What follows belongs to an exercise in optimizing a design on an open flow for small area, a short achievable clock period and few clock cycles; a production flow would make more cautious choices. The RTL was checked by simulation tests, not by an equivalence proof against the original design. The flow treats the clock pin as an ideal source, which a real chip does not have. No activity file was given, so power comes from the tool's default toggle rates.

==> module LBP, before the edit <==
module LBP ( clk, reset, gray_addr, gray_req, gray_ready, gray_data, lbp_addr, lbp_valid, lbp_data, finish);
input   	clk;
input   	reset;
output  [13:0] 	gray_addr;
output reg         	gray_req;
input   	gray_ready;
input   [7:0] 	gray_data;
output reg  [13:0] 	lbp_addr;
output reg  	lbp_valid;
output  [7:0] 	lbp_data;
output reg  	finish;
parameter K = 6;               
localparam H = K + 2;          
localparam JW = 3;                
reg [6:0] r, x;                
reg [JW-1:0] j;                
reg [7:0] sr [0:H];            
reg xnz;                       
reg xe;                        
reg rz;                        
reg ncz;                       
reg [7:0] lq;                  
reg zq;                        
assign lbp_data = {lq[7:6], lq[5] & !zq, lq[4:0]};
assign gray_addr = {r, x};
wire colend = !ncz;
wire [6:0] r_down = r + 7'd1;
wire [6:0] r_top = r - (H-1);
wire [6:0] r_strip = {r[6:1], 1'b0};
wire [6:0] r_n = !colend ? r_down : xnz ? r_top : r_strip;
wire [6:0] x_dec = x - 7'd1;
wire [6:0] x_n = colend ? x_dec : x;
always @(posedge clk or posedge reset) begin
    if (reset) begin
        r <= 7'd0;
        x <= 7'd0;
        j <= 0;
        ncz <= 1'b0;
        xnz <= 1'b0;
        xe <= 1'b0;
        rz <= 1'b1;
        gray_req <= 1'b0;
        lbp_valid <= 1'b0;
        finish <= 1'b0;
    end else begin
        gray_req <= 1'b1;
        r <= r_n;
        x <= x_n;
        ncz <= colend | (j != 1);
        if (colend) begin
            j <= H-1;
            xnz <= (x != 7'd1);
            xe <= (x == 7'd127) | !xnz;
            rz <= xnz ? (r == H-1) | (r == H) : rz;
        end else begin
            j <= j - 1;
            rz <= (r == 7'd0);
        end
        lbp_valid <= (j <= H-3) | rz;
        finish <= finish | (lbp_valid & (lbp_addr == {7'd126, 7'd1}));
    end
end
wire [7:0] c  = sr[H];
function [1:0] cmp2;
    input [7:0] a, b;
    reg [7:0] g, e;
    reg [3:0] g1, e1;
    reg [1:0] g2, e2;
    integer k;
    begin
        g = a & ~b;
        e = ~(a ^ b);
        for (k = 0; k < 4; k = k + 1) begin
            g1[k] = g[2*k+1] | (e[2*k+1] & g[2*k]);
            e1[k] = e[2*k+1] & e[2*k];
        end
        for (k = 0; k < 2; k = k + 1) begin
            g2[k] = g1[2*k+1] | (e1[2*k+1] & g1[2*k]);
            e2[k] = e1[2*k+1] & e1[2*k];
        end
        cmp2[1] = g2[1] | (e2[1] & g2[0]) | (e2[1] & e2[0]);
        cmp2[0] = ~(g2[1] | (e2[1] & g2[0]));
    end
endfunction
wire [1:0] rdl = cmp2(gray_data, c);
wire [1:0] rlt = cmp2(sr[0], c);
wire [1:0] rul = cmp2(sr[1], c);
wire [1:0] rdn = cmp2(sr[H-1], c);
reg [H:0]   d2;    
reg [H-1:0] d4;    
reg [H-2:0] d7;    
reg         d1;    
wire [7:0] code = {d7[H-2], rdn[1], rdl[1], d4[H-1], rlt[1], d2[H], d1, rul[1]};
wire zero = rz | xe;
integer i;
always @(posedge clk) begin
    sr[0] <= gray_data;
    for (i = 1; i <= H; i = i + 1)
        sr[i] <= sr[i-1];
    d2 <= {d2[H-1:0], rdl[0]};
    d4 <= {d4[H-2:0], rlt[0]};
    d7 <= {d7[H-3:0], rul[0]};
    d1 <= rdn[0];
    lbp_addr <= {r - 7'd1, x + 7'd1};
    lq <= {zero ? 2'b0 : code[7:6], code[5], zero ? 5'b0 : code[4:0]};
    zq <= zero;
end
endmodule
export LEC_CHECK = 0
export CAP_MARGIN = 20
export CORE_MARGIN = 2
export CORE_UTILIZATION = 60
export PLACE_DENSITY = 0.8
export SETUP_SLACK_MARGIN = 2.35
export SLEW_MARGIN = 20
create_clock -name core_clock -period 4.0 [get_ports {clk}]
standard.sh (not shown) runs the stock make flow with config.mk's settings and CLKGATE_MAP_FILE= SYNTH_SCRIPT=/design/flow/synth_recipe.tcl, a recipe that flattens the netlist after the stock synthesis.
==> flow/flow/run.sh <==
#!/bin/bash
# Standard layout (the standard.sh), with three changes made through
# ORFS's own hooks and variables:
# - the port buffers are buf_2 cells;
# - flow/clock_tree.tcl builds the clock tree (four clkbuf_16, driven by the
#   clock port, each driving a quarter of the flip-flops) in place of TritonCTS;
# - flow/split_outputs.tcl, after CTS, buffers the address logic off the
#   registers that drive the gray_addr ports.
# make's output goes to make.log here; ORFS's per-step logs stay in orfs/logs.
set -euo pipefail
export BUFFER_PORTS_ARGS="-buffer_cell sky130_fd_sc_hd__buf_2"
export PRE_CTS_TCL="$PWD/flow/clock_tree.tcl"
export POST_CTS_TCL="$PWD/flow/split_outputs.tcl"
export FLOW_TREE_NB=4
export FLOW_TREE_CELL=sky130_fd_sc_hd__clkbuf_16
bash standard.sh > make.log 2>&1
Other scripts of this flow, unchanged in this note and not shown: flow/flow/clock_tree.tcl, flow/flow/split_outputs.tcl
Testbench counts at the start, summed over its fixed seeds: cycles 387,126.
Next try:
--- a/flow/design.v
+++ b/flow/design.v
@@ -5,59 +5,51 @@
 output  [13:0] 	gray_addr;
 output reg         	gray_req;
 input   	gray_ready;
 input   [7:0] 	gray_data;
 output reg  [13:0] 	lbp_addr;
 output reg  	lbp_valid;
-output  [7:0] 	lbp_data;
+output reg  [7:0] 	lbp_data;
 output reg  	finish;
 parameter K = 6;               
 localparam H = K + 2;          
 localparam JW = 3;                
 reg [6:0] r, x;                
 reg [JW-1:0] j;                
 reg [7:0] sr [0:H];            
 reg xnz;                       
 reg xe;                        
 reg rz;                        
-reg ncz;                       
-reg [7:0] lq;                  
-reg zq;                        
-assign lbp_data = {lq[7:6], lq[5] & !zq, lq[4:0]};
 assign gray_addr = {r, x};
-wire colend = !ncz;
+wire colend = (j == 0);
 wire [6:0] r_down = r + 7'd1;
 wire [6:0] r_top = r - (H-1);
 wire [6:0] r_strip = {r[6:1], 1'b0};
-wire [6:0] r_n = !colend ? r_down : xnz ? r_top : r_strip;
-wire [6:0] x_dec = x - 7'd1;
-wire [6:0] x_n = colend ? x_dec : x;
 always @(posedge clk or posedge reset) begin
     if (reset) begin
         r <= 7'd0;
         x <= 7'd0;
         j <= 0;
-        ncz <= 1'b0;
         xnz <= 1'b0;
         xe <= 1'b0;
         rz <= 1'b1;
         gray_req <= 1'b0;
         lbp_valid <= 1'b0;
         finish <= 1'b0;
     end else begin
         gray_req <= 1'b1;
-        r <= r_n;
-        x <= x_n;
-        ncz <= colend | (j != 1);
         if (colend) begin
             j <= H-1;
+            x <= x - 7'd1;
             xnz <= (x != 7'd1);
             xe <= (x == 7'd127) | !xnz;
+            r <= xnz ? r_top : r_strip;
             rz <= xnz ? (r == H-1) | (r == H) : rz;
         end else begin
             j <= j - 1;
+            r <= r_down;
             rz <= (r == 7'd0);
         end
         lbp_valid <= (j <= H-3) | rz;
         finish <= finish | (lbp_valid & (lbp_addr == {7'd126, 7'd1}));
     end
 end
@@ -100,10 +92,9 @@
         sr[i] <= sr[i-1];
     d2 <= {d2[H-1:0], rdl[0]};
     d4 <= {d4[H-2:0], rlt[0]};
     d7 <= {d7[H-3:0], rul[0]};
     d1 <= rdn[0];
     lbp_addr <= {r - 7'd1, x + 7'd1};
-    lq <= {zero ? 2'b0 : code[7:6], code[5], zero ? 5'b0 : code[4:0]};
-    zq <= zero;
+    lbp_data <= zero ? 8'd0 : code;
 end
 endmodule
After rerunning:
- fmax goes down by 4.4%
- total power goes down by 1.4%
- sequential cell count goes down by 2
- final area goes down by 1.4%
- global-route usage goes down by 0.85 points
- routed wire length goes down by 5.0%
- clock power hardly moves
- core utilization goes up by 0.12 points
- register-to-register slack is worse by 0.05 ns
- final cell count goes down by 0.96%
- setup slack is worse by 0.074 ns
- critical path depth goes up by 4
- die area goes down by 3.5%
Testbench counts after the change, summed over its fixed seeds: cycles 387,126.

[afterwards: timing with drivers on the ports]
Ports are ideal in the flow. The routed layouts listed here were re-timed in OpenROAD. Step 1, drivers: a clkbuf_16 drives clk and a buf_2 each remaining input, both assumed. Step 2 adds t to the input delays and takes it off the output delays; t is the mean of the earliest and latest rising clock arrival at the registers after step 1. Input paths then give back, and output paths get back, about the clock's delay inside the block. Slacks: no drivers / after step 1 / after step 2; pairs: no drivers / after step 1.
run | t, ns | setup WS [ns] | worst hold slack (ns) | slew at the worst register clock pin (ns)
the first run | 0.247 | 2.410 / 2.336 / 2.280 | 0.336 / 0.336 / 0.336 | 0.12 / 0.12
the second run | 0.249 | 2.336 / 2.377 / 2.128 | 0.335 / 0.335 / 0.335 | 0.12 / 0.12
After both steps every run listed still meets setup and hold. For the second run, which loses most, drivers alone change the setup slack by +0.041 ns; drivers and shift together by -0.208 ns.
